This is an optimization exercise on Yosys and OpenROAD, whose aim is small area, not a production implementation.
Only the layout flow was run in this run; the RTL was not checked for function there.
The clock cells of this run come from the design's own scripts or RTL, not from TritonCTS.
The flow treats the clock pin as an ideal source. Dropping or thinning the clock tree relies on that and would not hold on a real chip.
Power figures rest on the tool's default switching activity, not on a simulated workload.

`design/flow/config.mk`:
```
export PLATFORM = sky130hd
export DESIGN_NAME = cla64_reg
export DESIGN_NICKNAME = cla64_reg
export VERILOG_FILES = /design/flow/design.v
export SDC_FILE = /design/flow/constraint.sdc
export NUM_CORES = 4
export LEC_CHECK = 0
export ABC_CLOCK_PERIOD_IN_PS = 3000
export CAP_MARGIN = 20
export CORE_MARGIN = 2
export CORE_UTILIZATION = 60
export GPL_TIMING_DRIVEN = 0
export SLEW_MARGIN = 20
export SYNTH_HIERARCHICAL = 1
export SYNTH_MINIMUM_KEEP_SIZE = 0
```
`design/flow/constraint.sdc`:
```
create_clock -name core_clock -period 3.0 [get_ports {clk}]
set_input_delay 0.6000 -clock core_clock [delete_from_list [all_inputs] [get_ports {clk}]]
set_output_delay 0.6000 -clock core_clock [all_outputs]
set_load 0.01 [all_outputs]
```
`design/flow/design.v`:
```
module Carry_Look_Ahead_64bit(
	input	wire	[63:0]	A, B,
	input	wire		Cin,
	output	wire	[63:0]	S,
	output	wire		Cout
);
	wire	p0;
	wire	g0;
	wire	cn1;
	wire	pn1;
	wire	gn1;
	wire	c2;
	wire	p2;
	wire	g2;
	wire	cn3;
	wire	pn3;
	wire	gn3;
	wire	c4;
	wire	Cx1;
	wire	Cy1;
	wire	pn4;
	wire	gn4;
	wire	c5;
	wire	pn5;
	wire	gn5;
	wire	h1_2;
	wire	pp1_2;
	wire	cn6;
	wire	p6;
	wire	g6;
	wire	hn1_3;
	wire	ppn1_3;
	wire	c7;
	wire	pn7;
	wire	gn7;
	wire	h1_4;
	wire	pp1_4;
	wire	bc1n;
	wire	Cx2;
	wire	Cy2;
	wire	pn8;
	wire	gn8;
	wire	c9;
	wire	pn9;
	wire	gn9;
	wire	h2_2;
	wire	pp2_2;
	wire	cn10;
	wire	p10;
	wire	g10;
	wire	hn2_3;
	wire	ppn2_3;
	wire	c11;
	wire	pn11;
	wire	gn11;
	wire	h2_4;
	wire	pp2_4;
	wire	cn12;
	wire	p12;
	wire	g12;
	wire	hn2_5;
	wire	ppn2_5;
	wire	bc2;
	wire	Cx3;
	wire	Cy3;
	wire	pn13;
	wire	gn13;
	wire	c14;
	wire	pn14;
	wire	gn14;
	wire	h3_2;
	wire	pp3_2;
	wire	cn15;
	wire	p15;
	wire	g15;
	wire	hn3_3;
	wire	ppn3_3;
	wire	c16;
	wire	pn16;
	wire	gn16;
	wire	h3_4;
	wire	pp3_4;
	wire	cn17;
	wire	p17;
	wire	g17;
	wire	hn3_5;
	wire	ppn3_5;
	wire	c18;
	wire	pn18;
	wire	gn18;
	wire	h3_6;
	wire	pp3_6;
	wire	bc3n;
	wire	Cx4;
	wire	Cy4;
	wire	pn19;
	wire	gn19;
	wire	c20;
	wire	pn20;
	wire	gn20;
	wire	h4_2;
	wire	pp4_2;
	wire	cn21;
	wire	p21;
	wire	g21;
	wire	hn4_3;
	wire	ppn4_3;
	wire	c22;
	wire	pn22;
	wire	gn22;
	wire	h4_4;
	wire	pp4_4;
	wire	cn23;
	wire	p23;
	wire	g23;
	wire	hn4_5;
	wire	ppn4_5;
	wire	c24;
	wire	pn24;
	wire	gn24;
	wire	h4_6;
	wire	pp4_6;
	wire	cn25;
	wire	p25;
	wire	g25;
	wire	hn4_7;
	wire	ppn4_7;
	wire	bc4;
	wire	Cx5;
	wire	Cy5;
	wire	pn26;
	wire	gn26;
	wire	c27;
	wire	pn27;
	wire	gn27;
	wire	h5_2;
	wire	pp5_2;
	wire	cn28;
	wire	p28;
	wire	g28;
	wire	hn5_3;
	wire	ppn5_3;
	wire	c29;
	wire	pn29;
	wire	gn29;
	wire	h5_4;
	wire	pp5_4;
	wire	cn30;
	wire	p30;
	wire	g30;
	wire	hn5_5;
	wire	ppn5_5;
	wire	c31;
	wire	pn31;
	wire	gn31;
	wire	h5_6;
	wire	pp5_6;
	wire	cn32;
	wire	p32;
	wire	g32;
	wire	hn5_7;
	wire	ppn5_7;
	wire	c33;
	wire	pn33;
	wire	gn33;
	wire	h5_8;
	wire	pp5_8;
	wire	bc5n;
	wire	Cx6;
	wire	Cy6;
	wire	pn34;
	wire	gn34;
	wire	c35;
	wire	pn35;
	wire	gn35;
	wire	h6_2;
	wire	pp6_2;
	wire	cn36;
	wire	p36;
	wire	g36;
	wire	hn6_3;
	wire	ppn6_3;
	wire	c37;
	wire	pn37;
	wire	gn37;
	wire	h6_4;
	wire	pp6_4;
	wire	cn38;
	wire	p38;
	wire	g38;
	wire	hn6_5;
	wire	ppn6_5;
	wire	c39;
	wire	pn39;
	wire	gn39;
	wire	h6_6;
	wire	pp6_6;
	wire	cn40;
	wire	p40;
	wire	g40;
	wire	hn6_7;
	wire	ppn6_7;
	wire	c41;
	wire	pn41;
	wire	gn41;
	wire	h6_8;
	wire	pp6_8;
	wire	cn42;
	wire	p42;
	wire	g42;
	wire	hn6_9;
	wire	ppn6_9;
	wire	bc6;
	wire	Cx7;
	wire	Cy7;
	wire	pn43;
	wire	gn43;
	wire	c44;
	wire	pn44;
	wire	gn44;
	wire	h7_2;
	wire	pp7_2;
	wire	cn45;
	wire	p45;
	wire	g45;
	wire	hn7_3;
	wire	ppn7_3;
	wire	c46;
	wire	pn46;
	wire	gn46;
	wire	h7_4;
	wire	pp7_4;
	wire	cn47;
	wire	p47;
	wire	g47;
	wire	hn7_5;
	wire	ppn7_5;
	wire	c48;
	wire	pn48;
	wire	gn48;
	wire	h7_6;
	wire	pp7_6;
	wire	cn49;
	wire	p49;
	wire	g49;
	wire	hn7_7;
	wire	ppn7_7;
	wire	c50;
	wire	pn50;
	wire	gn50;
	wire	h7_8;
	wire	pp7_8;
	wire	cn51;
	wire	p51;
	wire	g51;
	wire	hn7_9;
	wire	ppn7_9;
	wire	c52;
	wire	pn52;
	wire	gn52;
	wire	h7_10;
	wire	pp7_10;
	wire	bc7n;
	wire	Cx8;
	wire	Cy8;
	wire	pn53;
	wire	gn53;
	wire	c54;
	wire	pn54;
	wire	gn54;
	wire	h8_2;
	wire	pp8_2;
	wire	cn55;
	wire	p55;
	wire	g55;
	wire	hn8_3;
	wire	ppn8_3;
	wire	c56;
	wire	pn56;
	wire	gn56;
	wire	h8_4;
	wire	pp8_4;
	wire	cn57;
	wire	p57;
	wire	g57;
	wire	hn8_5;
	wire	ppn8_5;
	wire	c58;
	wire	pn58;
	wire	gn58;
	wire	h8_6;
	wire	pp8_6;
	wire	cn59;
	wire	p59;
	wire	g59;
	wire	hn8_7;
	wire	ppn8_7;
	wire	bc8;
	wire	Cx9;
	wire	Cy9;
	wire	pn60;
	wire	gn60;
	wire	c61;
	wire	pn61;
	wire	gn61;
	wire	h9_2;
	wire	pp9_2;
	wire	cn62;
	wire	p62;
	wire	g62;
	wire	hn9_3;
	wire	ppn9_3;
	wire	c63;
	wire	pn63;
	wire	gn63;
	wire	h9_4;
	wire	pp9_4;
	wire	bc9n;
	ha_pg u1(.a(A[0]), .b(B[0]), .p(p0), .g(g0));
	xor2 u2(.a(p0), .b(Cin), .y(S[0]));
	aoi21 u3(.a1(p0), .a2(Cin), .b1(g0), .y(cn1));
	xnor2 u4(.a(A[1]), .b(B[1]), .y(pn1));
	nand2 u5(.a(A[1]), .b(B[1]), .y(gn1));
	xor2 u6(.a(pn1), .b(cn1), .y(S[1]));
	oai21 u7(.a1(pn1), .a2(cn1), .b1(gn1), .y(c2));
	ha_pg u8(.a(A[2]), .b(B[2]), .p(p2), .g(g2));
	xor2 u9(.a(p2), .b(c2), .y(S[2]));
	aoi21 u10(.a1(p2), .a2(c2), .b1(g2), .y(cn3));
	xnor2 u11(.a(A[3]), .b(B[3]), .y(pn3));
	nand2 u12(.a(A[3]), .b(B[3]), .y(gn3));
	xor2 u13(.a(pn3), .b(cn3), .y(S[3]));
	oai21 u14(.a1(pn3), .a2(cn3), .b1(gn3), .y(c4));
	inv u15(.a(c4), .y(Cx1));
	inv u16(.a(Cx1), .y(Cy1));
	xnor2 u17(.a(A[4]), .b(B[4]), .y(pn4));
	nand2 u18(.a(A[4]), .b(B[4]), .y(gn4));
	xnor2 u19(.a(pn4), .b(Cy1), .y(S[4]));
	oai21 u20(.a1(pn4), .a2(Cx1), .b1(gn4), .y(c5));
	xnor2 u21(.a(A[5]), .b(B[5]), .y(pn5));
	nand2 u22(.a(A[5]), .b(B[5]), .y(gn5));
	xnor2 u23(.a(pn5), .b(c5), .y(S[5]));
	oai21 u24(.a1(pn5), .a2(gn4), .b1(gn5), .y(h1_2));
	nor2 u25(.a(pn4), .b(pn5), .y(pp1_2));
	aoi21 u26(.a1(pp1_2), .a2(Cy1), .b1(h1_2), .y(cn6));
	ha_pg u27(.a(A[6]), .b(B[6]), .p(p6), .g(g6));
	xnor2 u28(.a(p6), .b(cn6), .y(S[6]));
	aoi21 u29(.a1(p6), .a2(h1_2), .b1(g6), .y(hn1_3));
	nand2 u30(.a(pp1_2), .b(p6), .y(ppn1_3));
	oai21 u31(.a1(ppn1_3), .a2(Cx1), .b1(hn1_3), .y(c7));
	xnor2 u32(.a(A[7]), .b(B[7]), .y(pn7));
	nand2 u33(.a(A[7]), .b(B[7]), .y(gn7));
	xnor2 u34(.a(pn7), .b(c7), .y(S[7]));
	oai21 u35(.a1(pn7), .a2(hn1_3), .b1(gn7), .y(h1_4));
	nor2 u36(.a(ppn1_3), .b(pn7), .y(pp1_4));
	aoi21 u37(.a1(pp1_4), .a2(c4), .b1(h1_4), .y(bc1n));
	inv u38(.a(bc1n), .y(Cx2));
	inv u39(.a(Cx2), .y(Cy2));
	xnor2 u40(.a(A[8]), .b(B[8]), .y(pn8));
	nand2 u41(.a(A[8]), .b(B[8]), .y(gn8));
	xnor2 u42(.a(pn8), .b(Cx2), .y(S[8]));
	oai21 u43(.a1(pn8), .a2(Cy2), .b1(gn8), .y(c9));
	xnor2 u44(.a(A[9]), .b(B[9]), .y(pn9));
	nand2 u45(.a(A[9]), .b(B[9]), .y(gn9));
	xnor2 u46(.a(pn9), .b(c9), .y(S[9]));
	oai21 u47(.a1(pn9), .a2(gn8), .b1(gn9), .y(h2_2));
	nor2 u48(.a(pn8), .b(pn9), .y(pp2_2));
	aoi21 u49(.a1(pp2_2), .a2(Cx2), .b1(h2_2), .y(cn10));
	ha_pg u50(.a(A[10]), .b(B[10]), .p(p10), .g(g10));
	xnor2 u51(.a(p10), .b(cn10), .y(S[10]));
	aoi21 u52(.a1(p10), .a2(h2_2), .b1(g10), .y(hn2_3));
	nand2 u53(.a(pp2_2), .b(p10), .y(ppn2_3));
	oai21 u54(.a1(ppn2_3), .a2(Cy2), .b1(hn2_3), .y(c11));
	xnor2 u55(.a(A[11]), .b(B[11]), .y(pn11));
	nand2 u56(.a(A[11]), .b(B[11]), .y(gn11));
	xnor2 u57(.a(pn11), .b(c11), .y(S[11]));
	oai21 u58(.a1(pn11), .a2(hn2_3), .b1(gn11), .y(h2_4));
	nor2 u59(.a(ppn2_3), .b(pn11), .y(pp2_4));
	aoi21 u60(.a1(pp2_4), .a2(Cx2), .b1(h2_4), .y(cn12));
	ha_pg u61(.a(A[12]), .b(B[12]), .p(p12), .g(g12));
	xnor2 u62(.a(p12), .b(cn12), .y(S[12]));
	aoi21 u63(.a1(p12), .a2(h2_4), .b1(g12), .y(hn2_5));
	nand2 u64(.a(pp2_4), .b(p12), .y(ppn2_5));
	oai21 u65(.a1(ppn2_5), .a2(bc1n), .b1(hn2_5), .y(bc2));
	inv u66(.a(bc2), .y(Cx3));
	inv u67(.a(Cx3), .y(Cy3));
	xnor2 u68(.a(A[13]), .b(B[13]), .y(pn13));
	nand2 u69(.a(A[13]), .b(B[13]), .y(gn13));
	xnor2 u70(.a(pn13), .b(Cy3), .y(S[13]));
	oai21 u71(.a1(pn13), .a2(Cx3), .b1(gn13), .y(c14));
	xnor2 u72(.a(A[14]), .b(B[14]), .y(pn14));
	nand2 u73(.a(A[14]), .b(B[14]), .y(gn14));
	xnor2 u74(.a(pn14), .b(c14), .y(S[14]));
	oai21 u75(.a1(pn14), .a2(gn13), .b1(gn14), .y(h3_2));
	nor2 u76(.a(pn13), .b(pn14), .y(pp3_2));
	aoi21 u77(.a1(pp3_2), .a2(Cy3), .b1(h3_2), .y(cn15));
	ha_pg u78(.a(A[15]), .b(B[15]), .p(p15), .g(g15));
	xnor2 u79(.a(p15), .b(cn15), .y(S[15]));
	aoi21 u80(.a1(p15), .a2(h3_2), .b1(g15), .y(hn3_3));
	nand2 u81(.a(pp3_2), .b(p15), .y(ppn3_3));
	oai21 u82(.a1(ppn3_3), .a2(Cx3), .b1(hn3_3), .y(c16));
	xnor2 u83(.a(A[16]), .b(B[16]), .y(pn16));
	nand2 u84(.a(A[16]), .b(B[16]), .y(gn16));
	xnor2 u85(.a(pn16), .b(c16), .y(S[16]));
	oai21 u86(.a1(pn16), .a2(hn3_3), .b1(gn16), .y(h3_4));
	nor2 u87(.a(ppn3_3), .b(pn16), .y(pp3_4));
	aoi21 u88(.a1(pp3_4), .a2(Cy3), .b1(h3_4), .y(cn17));
	ha_pg u89(.a(A[17]), .b(B[17]), .p(p17), .g(g17));
	xnor2 u90(.a(p17), .b(cn17), .y(S[17]));
	aoi21 u91(.a1(p17), .a2(h3_4), .b1(g17), .y(hn3_5));
	nand2 u92(.a(pp3_4), .b(p17), .y(ppn3_5));
	oai21 u93(.a1(ppn3_5), .a2(Cx3), .b1(hn3_5), .y(c18));
	xnor2 u94(.a(A[18]), .b(B[18]), .y(pn18));
	nand2 u95(.a(A[18]), .b(B[18]), .y(gn18));
	xnor2 u96(.a(pn18), .b(c18), .y(S[18]));
	oai21 u97(.a1(pn18), .a2(hn3_5), .b1(gn18), .y(h3_6));
	nor2 u98(.a(ppn3_5), .b(pn18), .y(pp3_6));
	aoi21 u99(.a1(pp3_6), .a2(bc2), .b1(h3_6), .y(bc3n));
	inv u100(.a(bc3n), .y(Cx4));
	inv u101(.a(Cx4), .y(Cy4));
	xnor2 u102(.a(A[19]), .b(B[19]), .y(pn19));
	nand2 u103(.a(A[19]), .b(B[19]), .y(gn19));
	xnor2 u104(.a(pn19), .b(Cx4), .y(S[19]));
	oai21 u105(.a1(pn19), .a2(Cy4), .b1(gn19), .y(c20));
	xnor2 u106(.a(A[20]), .b(B[20]), .y(pn20));
	nand2 u107(.a(A[20]), .b(B[20]), .y(gn20));
	xnor2 u108(.a(pn20), .b(c20), .y(S[20]));
	oai21 u109(.a1(pn20), .a2(gn19), .b1(gn20), .y(h4_2));
	nor2 u110(.a(pn19), .b(pn20), .y(pp4_2));
	aoi21 u111(.a1(pp4_2), .a2(Cx4), .b1(h4_2), .y(cn21));
	ha_pg u112(.a(A[21]), .b(B[21]), .p(p21), .g(g21));
	xnor2 u113(.a(p21), .b(cn21), .y(S[21]));
	aoi21 u114(.a1(p21), .a2(h4_2), .b1(g21), .y(hn4_3));
	nand2 u115(.a(pp4_2), .b(p21), .y(ppn4_3));
	oai21 u116(.a1(ppn4_3), .a2(Cy4), .b1(hn4_3), .y(c22));
	xnor2 u117(.a(A[22]), .b(B[22]), .y(pn22));
	nand2 u118(.a(A[22]), .b(B[22]), .y(gn22));
	xnor2 u119(.a(pn22), .b(c22), .y(S[22]));
	oai21 u120(.a1(pn22), .a2(hn4_3), .b1(gn22), .y(h4_4));
	nor2 u121(.a(ppn4_3), .b(pn22), .y(pp4_4));
	aoi21 u122(.a1(pp4_4), .a2(Cx4), .b1(h4_4), .y(cn23));
	ha_pg u123(.a(A[23]), .b(B[23]), .p(p23), .g(g23));
	xnor2 u124(.a(p23), .b(cn23), .y(S[23]));
	aoi21 u125(.a1(p23), .a2(h4_4), .b1(g23), .y(hn4_5));
	nand2 u126(.a(pp4_4), .b(p23), .y(ppn4_5));
	oai21 u127(.a1(ppn4_5), .a2(Cy4), .b1(hn4_5), .y(c24));
	xnor2 u128(.a(A[24]), .b(B[24]), .y(pn24));
	nand2 u129(.a(A[24]), .b(B[24]), .y(gn24));
	xnor2 u130(.a(pn24), .b(c24), .y(S[24]));
	oai21 u131(.a1(pn24), .a2(hn4_5), .b1(gn24), .y(h4_6));
	nor2 u132(.a(ppn4_5), .b(pn24), .y(pp4_6));
	aoi21 u133(.a1(pp4_6), .a2(Cx4), .b1(h4_6), .y(cn25));
	ha_pg u134(.a(A[25]), .b(B[25]), .p(p25), .g(g25));
	xnor2 u135(.a(p25), .b(cn25), .y(S[25]));
	aoi21 u136(.a1(p25), .a2(h4_6), .b1(g25), .y(hn4_7));
	nand2 u137(.a(pp4_6), .b(p25), .y(ppn4_7));
	oai21 u138(.a1(ppn4_7), .a2(bc3n), .b1(hn4_7), .y(bc4));
	inv u139(.a(bc4), .y(Cx5));
	inv u140(.a(Cx5), .y(Cy5));
	xnor2 u141(.a(A[26]), .b(B[26]), .y(pn26));
	nand2 u142(.a(A[26]), .b(B[26]), .y(gn26));
	xnor2 u143(.a(pn26), .b(Cy5), .y(S[26]));
	oai21 u144(.a1(pn26), .a2(Cx5), .b1(gn26), .y(c27));
	xnor2 u145(.a(A[27]), .b(B[27]), .y(pn27));
	nand2 u146(.a(A[27]), .b(B[27]), .y(gn27));
	xnor2 u147(.a(pn27), .b(c27), .y(S[27]));
	oai21 u148(.a1(pn27), .a2(gn26), .b1(gn27), .y(h5_2));
	nor2 u149(.a(pn26), .b(pn27), .y(pp5_2));
	aoi21 u150(.a1(pp5_2), .a2(Cy5), .b1(h5_2), .y(cn28));
	ha_pg u151(.a(A[28]), .b(B[28]), .p(p28), .g(g28));
	xnor2 u152(.a(p28), .b(cn28), .y(S[28]));
	aoi21 u153(.a1(p28), .a2(h5_2), .b1(g28), .y(hn5_3));
	nand2 u154(.a(pp5_2), .b(p28), .y(ppn5_3));
	oai21 u155(.a1(ppn5_3), .a2(Cx5), .b1(hn5_3), .y(c29));
	xnor2 u156(.a(A[29]), .b(B[29]), .y(pn29));
	nand2 u157(.a(A[29]), .b(B[29]), .y(gn29));
	xnor2 u158(.a(pn29), .b(c29), .y(S[29]));
	oai21 u159(.a1(pn29), .a2(hn5_3), .b1(gn29), .y(h5_4));
	nor2 u160(.a(ppn5_3), .b(pn29), .y(pp5_4));
	aoi21 u161(.a1(pp5_4), .a2(Cy5), .b1(h5_4), .y(cn30));
	ha_pg u162(.a(A[30]), .b(B[30]), .p(p30), .g(g30));
	xnor2 u163(.a(p30), .b(cn30), .y(S[30]));
	aoi21 u164(.a1(p30), .a2(h5_4), .b1(g30), .y(hn5_5));
	nand2 u165(.a(pp5_4), .b(p30), .y(ppn5_5));
	oai21 u166(.a1(ppn5_5), .a2(Cx5), .b1(hn5_5), .y(c31));
	xnor2 u167(.a(A[31]), .b(B[31]), .y(pn31));
	nand2 u168(.a(A[31]), .b(B[31]), .y(gn31));
	xnor2 u169(.a(pn31), .b(c31), .y(S[31]));
	oai21 u170(.a1(pn31), .a2(hn5_5), .b1(gn31), .y(h5_6));
	nor2 u171(.a(ppn5_5), .b(pn31), .y(pp5_6));
	aoi21 u172(.a1(pp5_6), .a2(Cy5), .b1(h5_6), .y(cn32));
	ha_pg u173(.a(A[32]), .b(B[32]), .p(p32), .g(g32));
	xnor2 u174(.a(p32), .b(cn32), .y(S[32]));
	aoi21 u175(.a1(p32), .a2(h5_6), .b1(g32), .y(hn5_7));
	nand2 u176(.a(pp5_6), .b(p32), .y(ppn5_7));
	oai21 u177(.a1(ppn5_7), .a2(Cx5), .b1(hn5_7), .y(c33));
	xnor2 u178(.a(A[33]), .b(B[33]), .y(pn33));
	nand2 u179(.a(A[33]), .b(B[33]), .y(gn33));
	xnor2 u180(.a(pn33), .b(c33), .y(S[33]));
	oai21 u181(.a1(pn33), .a2(hn5_7), .b1(gn33), .y(h5_8));
	nor2 u182(.a(ppn5_7), .b(pn33), .y(pp5_8));
	aoi21 u183(.a1(pp5_8), .a2(bc4), .b1(h5_8), .y(bc5n));
	inv u184(.a(bc5n), .y(Cx6));
	inv u185(.a(Cx6), .y(Cy6));
	xnor2 u186(.a(A[34]), .b(B[34]), .y(pn34));
	nand2 u187(.a(A[34]), .b(B[34]), .y(gn34));
	xnor2 u188(.a(pn34), .b(Cx6), .y(S[34]));
	oai21 u189(.a1(pn34), .a2(Cy6), .b1(gn34), .y(c35));
	xnor2 u190(.a(A[35]), .b(B[35]), .y(pn35));
	nand2 u191(.a(A[35]), .b(B[35]), .y(gn35));
	xnor2 u192(.a(pn35), .b(c35), .y(S[35]));
	oai21 u193(.a1(pn35), .a2(gn34), .b1(gn35), .y(h6_2));
	nor2 u194(.a(pn34), .b(pn35), .y(pp6_2));
	aoi21 u195(.a1(pp6_2), .a2(Cx6), .b1(h6_2), .y(cn36));
	ha_pg u196(.a(A[36]), .b(B[36]), .p(p36), .g(g36));
	xnor2 u197(.a(p36), .b(cn36), .y(S[36]));
	aoi21 u198(.a1(p36), .a2(h6_2), .b1(g36), .y(hn6_3));
	nand2 u199(.a(pp6_2), .b(p36), .y(ppn6_3));
	oai21 u200(.a1(ppn6_3), .a2(Cy6), .b1(hn6_3), .y(c37));
	xnor2 u201(.a(A[37]), .b(B[37]), .y(pn37));
	nand2 u202(.a(A[37]), .b(B[37]), .y(gn37));
	xnor2 u203(.a(pn37), .b(c37), .y(S[37]));
	oai21 u204(.a1(pn37), .a2(hn6_3), .b1(gn37), .y(h6_4));
	nor2 u205(.a(ppn6_3), .b(pn37), .y(pp6_4));
	aoi21 u206(.a1(pp6_4), .a2(Cx6), .b1(h6_4), .y(cn38));
	ha_pg u207(.a(A[38]), .b(B[38]), .p(p38), .g(g38));
	xnor2 u208(.a(p38), .b(cn38), .y(S[38]));
	aoi21 u209(.a1(p38), .a2(h6_4), .b1(g38), .y(hn6_5));
	nand2 u210(.a(pp6_4), .b(p38), .y(ppn6_5));
	oai21 u211(.a1(ppn6_5), .a2(Cy6), .b1(hn6_5), .y(c39));
	xnor2 u212(.a(A[39]), .b(B[39]), .y(pn39));
	nand2 u213(.a(A[39]), .b(B[39]), .y(gn39));
	xnor2 u214(.a(pn39), .b(c39), .y(S[39]));
	oai21 u215(.a1(pn39), .a2(hn6_5), .b1(gn39), .y(h6_6));
	nor2 u216(.a(ppn6_5), .b(pn39), .y(pp6_6));
	aoi21 u217(.a1(pp6_6), .a2(Cx6), .b1(h6_6), .y(cn40));
	ha_pg u218(.a(A[40]), .b(B[40]), .p(p40), .g(g40));
	xnor2 u219(.a(p40), .b(cn40), .y(S[40]));
	aoi21 u220(.a1(p40), .a2(h6_6), .b1(g40), .y(hn6_7));
	nand2 u221(.a(pp6_6), .b(p40), .y(ppn6_7));
	oai21 u222(.a1(ppn6_7), .a2(Cy6), .b1(hn6_7), .y(c41));
	xnor2 u223(.a(A[41]), .b(B[41]), .y(pn41));
	nand2 u224(.a(A[41]), .b(B[41]), .y(gn41));
	xnor2 u225(.a(pn41), .b(c41), .y(S[41]));
	oai21 u226(.a1(pn41), .a2(hn6_7), .b1(gn41), .y(h6_8));
	nor2 u227(.a(ppn6_7), .b(pn41), .y(pp6_8));
	aoi21 u228(.a1(pp6_8), .a2(Cx6), .b1(h6_8), .y(cn42));
	ha_pg u229(.a(A[42]), .b(B[42]), .p(p42), .g(g42));
	xnor2 u230(.a(p42), .b(cn42), .y(S[42]));
	aoi21 u231(.a1(p42), .a2(h6_8), .b1(g42), .y(hn6_9));
	nand2 u232(.a(pp6_8), .b(p42), .y(ppn6_9));
	oai21 u233(.a1(ppn6_9), .a2(bc5n), .b1(hn6_9), .y(bc6));
	inv u234(.a(bc6), .y(Cx7));
	inv u235(.a(Cx7), .y(Cy7));
	xnor2 u236(.a(A[43]), .b(B[43]), .y(pn43));
	nand2 u237(.a(A[43]), .b(B[43]), .y(gn43));
	xnor2 u238(.a(pn43), .b(Cy7), .y(S[43]));
	oai21 u239(.a1(pn43), .a2(Cx7), .b1(gn43), .y(c44));
	xnor2 u240(.a(A[44]), .b(B[44]), .y(pn44));
	nand2 u241(.a(A[44]), .b(B[44]), .y(gn44));
	xnor2 u242(.a(pn44), .b(c44), .y(S[44]));
	oai21 u243(.a1(pn44), .a2(gn43), .b1(gn44), .y(h7_2));
	nor2 u244(.a(pn43), .b(pn44), .y(pp7_2));
	aoi21 u245(.a1(pp7_2), .a2(Cy7), .b1(h7_2), .y(cn45));
	ha_pg u246(.a(A[45]), .b(B[45]), .p(p45), .g(g45));
	xnor2 u247(.a(p45), .b(cn45), .y(S[45]));
	aoi21 u248(.a1(p45), .a2(h7_2), .b1(g45), .y(hn7_3));
	nand2 u249(.a(pp7_2), .b(p45), .y(ppn7_3));
	oai21 u250(.a1(ppn7_3), .a2(Cx7), .b1(hn7_3), .y(c46));
	xnor2 u251(.a(A[46]), .b(B[46]), .y(pn46));
	nand2 u252(.a(A[46]), .b(B[46]), .y(gn46));
	xnor2 u253(.a(pn46), .b(c46), .y(S[46]));
	oai21 u254(.a1(pn46), .a2(hn7_3), .b1(gn46), .y(h7_4));
	nor2 u255(.a(ppn7_3), .b(pn46), .y(pp7_4));
	aoi21 u256(.a1(pp7_4), .a2(Cy7), .b1(h7_4), .y(cn47));
	ha_pg u257(.a(A[47]), .b(B[47]), .p(p47), .g(g47));
	xnor2 u258(.a(p47), .b(cn47), .y(S[47]));
	aoi21 u259(.a1(p47), .a2(h7_4), .b1(g47), .y(hn7_5));
	nand2 u260(.a(pp7_4), .b(p47), .y(ppn7_5));
	oai21 u261(.a1(ppn7_5), .a2(Cx7), .b1(hn7_5), .y(c48));
	xnor2 u262(.a(A[48]), .b(B[48]), .y(pn48));
	nand2 u263(.a(A[48]), .b(B[48]), .y(gn48));
	xnor2 u264(.a(pn48), .b(c48), .y(S[48]));
	oai21 u265(.a1(pn48), .a2(hn7_5), .b1(gn48), .y(h7_6));
	nor2 u266(.a(ppn7_5), .b(pn48), .y(pp7_6));
	aoi21 u267(.a1(pp7_6), .a2(Cy7), .b1(h7_6), .y(cn49));
	ha_pg u268(.a(A[49]), .b(B[49]), .p(p49), .g(g49));
	xnor2 u269(.a(p49), .b(cn49), .y(S[49]));
	aoi21 u270(.a1(p49), .a2(h7_6), .b1(g49), .y(hn7_7));
	nand2 u271(.a(pp7_6), .b(p49), .y(ppn7_7));
	oai21 u272(.a1(ppn7_7), .a2(Cx7), .b1(hn7_7), .y(c50));
	xnor2 u273(.a(A[50]), .b(B[50]), .y(pn50));
	nand2 u274(.a(A[50]), .b(B[50]), .y(gn50));
	xnor2 u275(.a(pn50), .b(c50), .y(S[50]));
	oai21 u276(.a1(pn50), .a2(hn7_7), .b1(gn50), .y(h7_8));
	nor2 u277(.a(ppn7_7), .b(pn50), .y(pp7_8));
	aoi21 u278(.a1(pp7_8), .a2(Cy7), .b1(h7_8), .y(cn51));
	ha_pg u279(.a(A[51]), .b(B[51]), .p(p51), .g(g51));
	xnor2 u280(.a(p51), .b(cn51), .y(S[51]));
	aoi21 u281(.a1(p51), .a2(h7_8), .b1(g51), .y(hn7_9));
	nand2 u282(.a(pp7_8), .b(p51), .y(ppn7_9));
	oai21 u283(.a1(ppn7_9), .a2(Cx7), .b1(hn7_9), .y(c52));
	xnor2 u284(.a(A[52]), .b(B[52]), .y(pn52));
	nand2 u285(.a(A[52]), .b(B[52]), .y(gn52));
	xnor2 u286(.a(pn52), .b(c52), .y(S[52]));
	oai21 u287(.a1(pn52), .a2(hn7_9), .b1(gn52), .y(h7_10));
	nor2 u288(.a(ppn7_9), .b(pn52), .y(pp7_10));
	aoi21 u289(.a1(pp7_10), .a2(bc6), .b1(h7_10), .y(bc7n));
	inv u290(.a(bc7n), .y(Cx8));
	inv u291(.a(Cx8), .y(Cy8));
	xnor2 u292(.a(A[53]), .b(B[53]), .y(pn53));
	nand2 u293(.a(A[53]), .b(B[53]), .y(gn53));
	xnor2 u294(.a(pn53), .b(Cx8), .y(S[53]));
	oai21 u295(.a1(pn53), .a2(Cy8), .b1(gn53), .y(c54));
	xnor2 u296(.a(A[54]), .b(B[54]), .y(pn54));
	nand2 u297(.a(A[54]), .b(B[54]), .y(gn54));
	xnor2 u298(.a(pn54), .b(c54), .y(S[54]));
	oai21 u299(.a1(pn54), .a2(gn53), .b1(gn54), .y(h8_2));
	nor2 u300(.a(pn53), .b(pn54), .y(pp8_2));
	aoi21 u301(.a1(pp8_2), .a2(Cx8), .b1(h8_2), .y(cn55));
	ha_pg u302(.a(A[55]), .b(B[55]), .p(p55), .g(g55));
	xnor2 u303(.a(p55), .b(cn55), .y(S[55]));
	aoi21 u304(.a1(p55), .a2(h8_2), .b1(g55), .y(hn8_3));
	nand2 u305(.a(pp8_2), .b(p55), .y(ppn8_3));
	oai21 u306(.a1(ppn8_3), .a2(Cy8), .b1(hn8_3), .y(c56));
	xnor2 u307(.a(A[56]), .b(B[56]), .y(pn56));
	nand2 u308(.a(A[56]), .b(B[56]), .y(gn56));
	xnor2 u309(.a(pn56), .b(c56), .y(S[56]));
	oai21 u310(.a1(pn56), .a2(hn8_3), .b1(gn56), .y(h8_4));
	nor2 u311(.a(ppn8_3), .b(pn56), .y(pp8_4));
	aoi21 u312(.a1(pp8_4), .a2(Cx8), .b1(h8_4), .y(cn57));
	ha_pg u313(.a(A[57]), .b(B[57]), .p(p57), .g(g57));
	xnor2 u314(.a(p57), .b(cn57), .y(S[57]));
	aoi21 u315(.a1(p57), .a2(h8_4), .b1(g57), .y(hn8_5));
	nand2 u316(.a(pp8_4), .b(p57), .y(ppn8_5));
	oai21 u317(.a1(ppn8_5), .a2(Cy8), .b1(hn8_5), .y(c58));
	xnor2 u318(.a(A[58]), .b(B[58]), .y(pn58));
	nand2 u319(.a(A[58]), .b(B[58]), .y(gn58));
	xnor2 u320(.a(pn58), .b(c58), .y(S[58]));
	oai21 u321(.a1(pn58), .a2(hn8_5), .b1(gn58), .y(h8_6));
	nor2 u322(.a(ppn8_5), .b(pn58), .y(pp8_6));
	aoi21 u323(.a1(pp8_6), .a2(Cx8), .b1(h8_6), .y(cn59));
	ha_pg u324(.a(A[59]), .b(B[59]), .p(p59), .g(g59));
	xnor2 u325(.a(p59), .b(cn59), .y(S[59]));
	aoi21 u326(.a1(p59), .a2(h8_6), .b1(g59), .y(hn8_7));
	nand2 u327(.a(pp8_6), .b(p59), .y(ppn8_7));
	oai21 u328(.a1(ppn8_7), .a2(bc7n), .b1(hn8_7), .y(bc8));
	inv u329(.a(bc8), .y(Cx9));
	inv u330(.a(Cx9), .y(Cy9));
	xnor2 u331(.a(A[60]), .b(B[60]), .y(pn60));
	nand2 u332(.a(A[60]), .b(B[60]), .y(gn60));
	xnor2 u333(.a(pn60), .b(Cy9), .y(S[60]));
	oai21 u334(.a1(pn60), .a2(Cx9), .b1(gn60), .y(c61));
	xnor2 u335(.a(A[61]), .b(B[61]), .y(pn61));
	nand2 u336(.a(A[61]), .b(B[61]), .y(gn61));
	xnor2 u337(.a(pn61), .b(c61), .y(S[61]));
	oai21 u338(.a1(pn61), .a2(gn60), .b1(gn61), .y(h9_2));
	nor2 u339(.a(pn60), .b(pn61), .y(pp9_2));
	aoi21 u340(.a1(pp9_2), .a2(Cy9), .b1(h9_2), .y(cn62));
	ha_pg u341(.a(A[62]), .b(B[62]), .p(p62), .g(g62));
	xnor2 u342(.a(p62), .b(cn62), .y(S[62]));
	aoi21 u343(.a1(p62), .a2(h9_2), .b1(g62), .y(hn9_3));
	nand2 u344(.a(pp9_2), .b(p62), .y(ppn9_3));
	oai21 u345(.a1(ppn9_3), .a2(Cx9), .b1(hn9_3), .y(c63));
	xnor2 u346(.a(A[63]), .b(B[63]), .y(pn63));
	nand2 u347(.a(A[63]), .b(B[63]), .y(gn63));
	xnor2 u348(.a(pn63), .b(c63), .y(S[63]));
	oai21 u349(.a1(pn63), .a2(hn9_3), .b1(gn63), .y(h9_4));
	nor2 u350(.a(ppn9_3), .b(pn63), .y(pp9_4));
	aoi21 u351(.a1(pp9_4), .a2(bc8), .b1(h9_4), .y(bc9n));
	inv u352(.a(bc9n), .y(Cout));
endmodule
module ha_pg(input wire a, input wire b, output wire p, output wire g);
	assign p = a ^ b;
	assign g = a & b;
endmodule
module xor2(input wire a, input wire b, output wire y);
	assign y = a ^ b;
endmodule
module xnor2(input wire a, input wire b, output wire y);
	assign y = ~(a ^ b);
endmodule
module nand2(input wire a, input wire b, output wire y);
	assign y = ~(a & b);
endmodule
module nor2(input wire a, input wire b, output wire y);
	assign y = ~(a | b);
endmodule
module inv(input wire a, output wire y);
	assign y = ~a;
endmodule
module aoi21(input wire a1, input wire a2, input wire b1, output wire y);
	assign y = ~(a1 & a2 | b1);
endmodule
module oai21(input wire a1, input wire a2, input wire b1, output wire y);
	assign y = ~((a1 | a2) & b1);
endmodule
module cla64_reg(
	input	wire		clk,
	input	wire	[63:0]	A,
	input	wire	[63:0]	B,
	input	wire		Cin,
	output	reg	[63:0]	S,
	output	reg		Cout
);
	wire	[64:0]	sum;
	reg	[64:0]	sum_r;
Carry_Look_Ahead_64bit u_add(.A(A), .B(B), .Cin(Cin), .S(sum[63:0]), .Cout(sum[64]));
always @(posedge clk) begin
	sum_r <= sum;
	{Cout, S} <= sum_r;
end
endmodule
```
`design/flow/flow/run.sh`:
```
#!/bin/bash
# Standard ORFS layout (the standard.sh) with changes that only affect
# how the layout is built:
#  - after floorplanning, every combinational cell is swapped for the
#    smallest cell of its family (downsize.tcl); the flow's timing repair
#    then sizes up only the cells that need it,
#  - port buffers use the smallest buffer cell,
#  - the clock tree is a balanced two-level tree of small clock buffers
#    (mycts.tcl, through ORFS's PRE_CTS_TCL hook) instead of TritonCTS's,
#  - after global routing, cells on paths with slack are downsized
#    (ORFS's power recovery step).
set -euo pipefail
here=$(pwd)
export BUFFER_PORTS_ARGS="-buffer_cell sky130_fd_sc_hd__buf_1"
export PRE_CTS_TCL=$here/flow/cts_hook.tcl
export MYCTS_DIR=$here/flow
export MYCTS_NX=3 MYCTS_NY=4
export MYCTS_LEAF=sky130_fd_sc_hd__clkbuf_4 MYCTS_ROOT=sky130_fd_sc_hd__clkbuf_4
export RECOVER_POWER=100
bash standard.sh floorplan > flow_make_floorplan.log 2>&1
res=$here/orfs/results/$FLOW_PLATFORM/cla64_reg/base
cp $res/2_floorplan.odb $res/2_floorplan_synth_sizes.odb
ODB_IN=$res/2_floorplan_synth_sizes.odb ODB_OUT=$res/2_floorplan.odb \
  openroad -no_init -exit flow/downsize.tcl > downsize.log 2>&1
bash standard.sh > flow_make.log 2>&1
```
`design/flow/flow/cts_hook.tcl`:
```
# PRE_CTS_TCL hook: build the clock tree with mycts.tcl instead of TritonCTS.
# The rest of ORFS's CTS step (timing repair, detailed placement) runs as usual.
source $::env(MYCTS_DIR)/mycts.tcl
rename clock_tree_synthesis tritoncts_clock_tree_synthesis
proc clock_tree_synthesis { args } {
  mycts_build
  set_propagated_clock [all_clocks]
}
```
`design/flow/flow/downsize.tcl`:
```
# Swap every combinational cell of the synthesized netlist for the smallest
# cell of its family (same function, lower drive strength), so that later
# timing repair sizes up only the cells that need it.
# usage: openroad -exit downsize.tcl   (env ODB_IN, ODB_OUT)
read_db $::env(ODB_IN)
set db [ord::get_db]
set block [ord::get_db_block]
array set best {}
foreach lib [$db getLibs] {
  foreach m [$lib getMasters] {
    set n [$m getName]
    if {![regexp {^(sky130_fd_sc_hd__[a-z0-9]+)_([0-9]+)$} $n -> base drive]} { continue }
    set a [expr {[$m getWidth] * [$m getHeight]}]
    if {![info exists best($base)] || $a < [lindex $best($base) 1]} {
      set best($base) [list $m $a]
    }
  }
}
set n 0
foreach inst [$block getInsts] {
  set m [$inst getMaster]
  set name [$m getName]
  if {![regexp {^(sky130_fd_sc_hd__[a-z0-9]+)_([0-9]+)$} $name -> base drive]} { continue }
  if {[string match "*df*" $base] || [string match "*clk*" $base] || [string match "*tap*" $base]} { continue }
  set a [expr {[$m getWidth] * [$m getHeight]}]
  set b $best($base)
  if {[lindex $b 1] < $a} {
    $inst swapMaster [lindex $b 0]
    incr n
  }
}
puts "downsize: swapped $n instances"
write_db $::env(ODB_OUT)
```
`design/flow/flow/mycts.tcl`:
```
# A small two-level clock tree, used in place of TritonCTS: the clock port
# drives one root clock buffer, which drives one leaf clock buffer per group
# of flip-flops; the flip-flops are split into groups by position (columns,
# then rows within a column).  Leaves sit at their group's centroid, the root
# at the centroid of the leaves.  Settings (environment):
#   MYCTS_NX, MYCTS_NY   groups across and up (default 2 x 2)
#   MYCTS_LEAF, MYCTS_ROOT  buffer cells
proc mycts_env { name default } {
  if { [info exists ::env($name)] && $::env($name) ne "" } { return $::env($name) }
  return $default
}

proc mycts_build { } {
  set nx [mycts_env MYCTS_NX 2]
  set ny [mycts_env MYCTS_NY 2]
  set leafm_name [mycts_env MYCTS_LEAF sky130_fd_sc_hd__clkbuf_8]
  set rootm_name [mycts_env MYCTS_ROOT sky130_fd_sc_hd__clkbuf_4]
  set db [ord::get_db]
  set block [ord::get_db_block]
  set leafm [$db findMaster $leafm_name]
  set rootm [$db findMaster $rootm_name]
  set clknet [$block findNet clk]
  set sinks {}
  foreach it [$clknet getITerms] {
    set inst [$it getInst]
    set loc [$inst getLocation]
    lappend sinks [list $it [lindex $loc 0] [lindex $loc 1]]
  }
  set n [llength $sinks]
  set sinks [lsort -integer -index 1 $sinks]
  set groups {}
  for { set cx 0 } { $cx < $nx } { incr cx } {
    set lo [expr { $cx * $n / $nx }]
    set hi [expr { ($cx + 1) * $n / $nx - 1 }]
    set col [lsort -integer -index 2 [lrange $sinks $lo $hi]]
    set m [llength $col]
    for { set cy 0 } { $cy < $ny } { incr cy } {
      set l2 [expr { $cy * $m / $ny }]
      set h2 [expr { ($cy + 1) * $m / $ny - 1 }]
      lappend groups [lrange $col $l2 $h2]
    }
  }
  # root buffer, fed by the clock port
  set root [odb::dbInst_create $block $rootm "mycts_root"]
  set rootnet [odb::dbNet_create $block "mycts_root_net"]
  $rootnet setSigType CLOCK
  [$root findITerm A] connect $clknet
  [$root findITerm X] connect $rootnet
  set sx 0; set sy 0; set k 0
  foreach g $groups {
    set gx 0; set gy 0
    foreach s $g { incr gx [lindex $s 1]; incr gy [lindex $s 2] }
    set gx [expr { $gx / [llength $g] }]
    set gy [expr { $gy / [llength $g] }]
    set leaf [odb::dbInst_create $block $leafm "mycts_leaf_$k"]
    set net [odb::dbNet_create $block "mycts_leaf_net_$k"]
    $net setSigType CLOCK
    [$leaf findITerm A] connect $rootnet
    [$leaf findITerm X] connect $net
    foreach s $g {
      set it [lindex $s 0]
      $it disconnect
      $it connect $net
    }
    $leaf setLocation $gx $gy
    $leaf setPlacementStatus PLACED
    incr sx $gx; incr sy $gy; incr k
  }
  $root setLocation [expr { $sx / $k }] [expr { $sy / $k }]
  $root setPlacementStatus PLACED
  $clknet setSigType CLOCK
  puts "mycts: $n sinks, $k leaf buffers ($leafm_name), root $rootm_name"
}
```
`design/flow/standard.sh`:
```
#!/bin/bash
# synth_recipe.tcl (not shown) runs the flow's synth.tcl, then flattens the netlist and writes it again
# the make line also repeats each setting of config.mk as NAME=value (left out here)
make -C /OpenROAD-flow-scripts/flow DESIGN_CONFIG=/design/flow/config.mk WORK_HOME=/design/flow/orfs CLKGATE_MAP_FILE= SYNTH_SCRIPT=/design/flow/synth_recipe.tcl "${@:-finish}"
```
==> impl_metrics.toml <==
[sta]
maxClockFrequency_mhz = 358
setup_tns_ns = 0
timing.max_slew.rel_slack = 0.738
drv_slew = 0
final_hold_vios = 0
timing.final.setup_violations = 0
time_the_final_worst_path_needs_with_i_o_delays_and_setup_ns = 2.79
tightest_slew_ns = 0.390
timing.final.crit_share = 0.930
clock_skew_ns = 0.00813

[power_and_ir_drop]
highest_ir_drop_seen_on_vdd_uv = 310
finalPower_mw = 3.72
clockPowerShare = 0.177
power_density_nw_per_um2 = 640
intPower_mw = 2.67
combPwrFrac = 0.231
seqPwrFrac = 0.592
power.share.switching = 0.280
switchingPower_mw = 1.04
leakage_nw = 2.23

[setup_path]
path_cells = "buf_1, ha_1, a21oi_2, o21ai_2, a21oi_2, o21ai_1, a21oi_2, o21ai_2, a21oi_2, o21ai_2, a21oi_2, o21ai_2, a21oi_1, o21ai_1, inv_1, inv_1, a21oi_2, xnor2_1"
critical_path_arrival_ns = 3.21
crit_type = "in2reg"
end_kind = "register"
crit_path_top_delay_cell = "ha_1"
worst_path_largest_cell_delay_ns = 0.33
worst_setup_path_start_kind = "input port"
worst_path_most_repeated_cell = "a21oi_2"
path_delay_family = "compound AO/OA/AOI/OAI gates"
worst-endpoint-required_ns = 3.42
critical_path_buf_inv_count = 3
crit_fanout = 3

[synthesis]
postSynthRegisterBits = 130
synthSimpleGateAreaFrac = 0.0676
summed_instance_area_of_the_synthesized_netlist_um2 = 5000
synth_largest_type_area_fraction = 0.520
synth_adder_area_share = 0.0625
synth_seq_area_share = 0.520
muxShareOfSynthArea = 0
synth_compound_gate_area_share = 0.155
syn-num-nets = 637
dominant_cells_by_area_after_synthesis = "dfxtp_1 52%, xnor2_1 17%, a21oi_2 9.3%, ha_1 6.3%, o21ai_1 6.2%"
synth.largest_area_cell = "dfxtp_1"
ys_warn_count = 7
post_synth.cell_area_avg_um2 = 10.4
synthCells = 482
synth.lib_cells_used.distinct = 9
synth_top_family_by_area = "XOR/XNOR gates"
synthXorXnorAreaFrac = 0.180

[global_routing]
track_usage = 0.184
number_of_antenna_violations_at_the_first_check_in_global_routing = 0
grt_max_degree = 13
globalRoute.totalOverflow = 0
grt_pass1_vias = 3343
grt_pass1_wl_mm = 13.7

[layout]
layout.filler_cells = 677
antenna-diode-count = 0
finalNetCount = 847
final_layout_size_suffix_gt1_frac = 0.0362
syn_to_final_growth_pct = 16.1
finalCoreUtilization = 0.714
design_area_um2 = 5800

[die]
die-height_um = 95.3
core_um2 = 8130
die_area_um2 = 9080
std_cell_rows = 33
design.portCount = 195
die_width_um = 95.3
start_util = 0.615

[detailed_routing]
detail_route.vias_per_cell = 4.78
count_of_tritonroute_iterations_in_the_first_routing_pass = 5
drt-total-wl_mm = 8.92
drc_errors = 0
wl_per_cell_um = 11.2
count_of_antenna_violating_nets_left_after_detailed_routing = 0
dr_total_vias = 3798
drtIter0Drc = 157

[clock_tree]
clkTransAtPathRegs_ns = 0.11
cts_hold_buffers = 0
clock_latency_of_the_later_clocked_register_in_the_worst_skew_pair_ns = 0.49

[place]
place.detailed.hpwl_mm = 7.33
io_buffers = 194
detailed_place.area_um2 = 5660
place_congestion = 0.845

[run]
max_cap_violations = 0

[hold_path]
holdCritPathClass = "reg2reg"

[status]
status = "finished clean"
## worst paths after layout
path	from	end	depth (start not counted)	slack, ns
max	A[0]	sum_r[62]$_DFF_P_	18	0.21
min reg2reg	sum_r[55]$_DFF_P_	S[55]$_DFF_P_	0	0.33
max reg2reg	sum_r[32]$_DFF_P_	S[32]$_DFF_P_	0	2.59
min	sum_r[55]$_DFF_P_	S[55]$_DFF_P_	0	0.33
## layout by cell type (no fill, tap or decap)
master and n:
clkbuf_4 13, buf_4 1, buf_1 194, dfxtp_1 130, a21oi_2 6, inv_1 18
xnor2_1 99, o21ai_2 4, nor2_1 28, o21ai_1 58, inv_2 1, nand2_1 62
ha_1 25, a21oi_1 47, xor2_1 4
## layout make-up
cell class | instances | area, µm² | area share
Buffer | 13 | 97.6 | 0.0168
Timing Repair Buffer | 195 | 736 | 0.127
Sequential cell | 130 | 2600 | 0.448
Inverter | 19 | 71.3 | 0.0123
Tap cell | 105 | 131 | 0.0226
Multi-Input combinational cell | 333 | 2170 | 0.373
## per-module statistics from Yosys (local to each module, per instance), a selection
module,area (µm²),cells inside
xor2,8.76,1
aoi21,8.76,1
ha_pg,12.5,1
xnor2,8.76,1
inv,3.75,1
nor2,3.75,1
nand2,3.75,1
oai21,5.00,1
cla64_reg,2600,130
## stage by stage
step           cells  hold slack [ns]  worst slack [ns]
2_1_floorplan    482            0.310            0.0419
3_3_place_gp     781            0.310            -0.618
3_5_place_dp     781            0.312            -0.682
4_1_cts          794            0.311           0.00340
5_1_grt          795            0.339           -0.0102
6_report         795            0.332             0.209
## cell families (layout without fill, tap and decap cells)
family | after synthesis | count (layout)
AND/OR/NAND/NOR | 90 | 90
XOR/XNOR | 103 | 103
flip-flops | 130 | 130
AO/OA/AOI/OAI | 115 | 115
buffers and inverters | 19 | 227
adder cells (fa/ha/maj) | 25 | 25
## routing by layer
metal	global-route usage	wire [µm]
met5	0	0
met4	0.0785	352
met3	0.0514	963
met2	0.312	4030
met1	0.219	3580
## synthesized netlist by cell type
cell     count
dfxtp_1    130
xnor2_1     99
nand2_1     62
o21ai_1     62
a21oi_2     53
nor2_1      28
ha_1        25
inv_1       19
xor2_1       4
## timing repair
| item | CTS | global route |
|---|---|---|
| setup buffers | 0 | 1 |
| resized for setup | 4 | 7 |
| pin swaps | 1 | 2 |
| endpoints found under the hold margin | 0 | 0 |
| setup endpoints to repair | 14 | 14 |
## registers in the layout, summed over array words and instances (netlist names)
name,count
Cout,1
S,64
sum_r,65
## power by group through the flow
| stage | combinational (mW) | sequential (mW) | clock, mW |
|---|---|---|---|
| final | 0.858 | 2.20 | 0.658 |
| after detailed placement | 0.846 | 2.25 | 0 |
| after global placement | 0.829 | 2.23 | 0 |
| after global routing | 0.962 | 2.24 | 0.754 |
| after CTS | 0.855 | 2.21 | 0.688 |
| after floorplan | 0.490 | 2.34 | 0 |

what the ideal ports hide:
In the flow no input, the clock included, has a driving cell. The finished layout below was timed again as built, in two steps. Step 1 sets driving cells, clkbuf_16 on the clock port and buf_2 on the other inputs (assumed; they add their load-dependent delay and slew). Step 2 times the ports against the registers' clock, not the clock port: input delays grow and output delays shrink by t, the midpoint of the rising clock arrivals with the driver on. a / b / c = no drivers / after step 1 / after step 2; a / b = the first two.
t (ns): 0.506
setup slack, ns: 0.209 / 0.216 / -0.291
hold WS [ns]: 0.332 / 0.332 / 0.332
cell pins on the clock port's net: 1
Met with ideal ports but missed after step 2: setup timing in this run. The setup slack of this run moves by +0.007 ns with the drivers and by -0.500 ns with both steps.
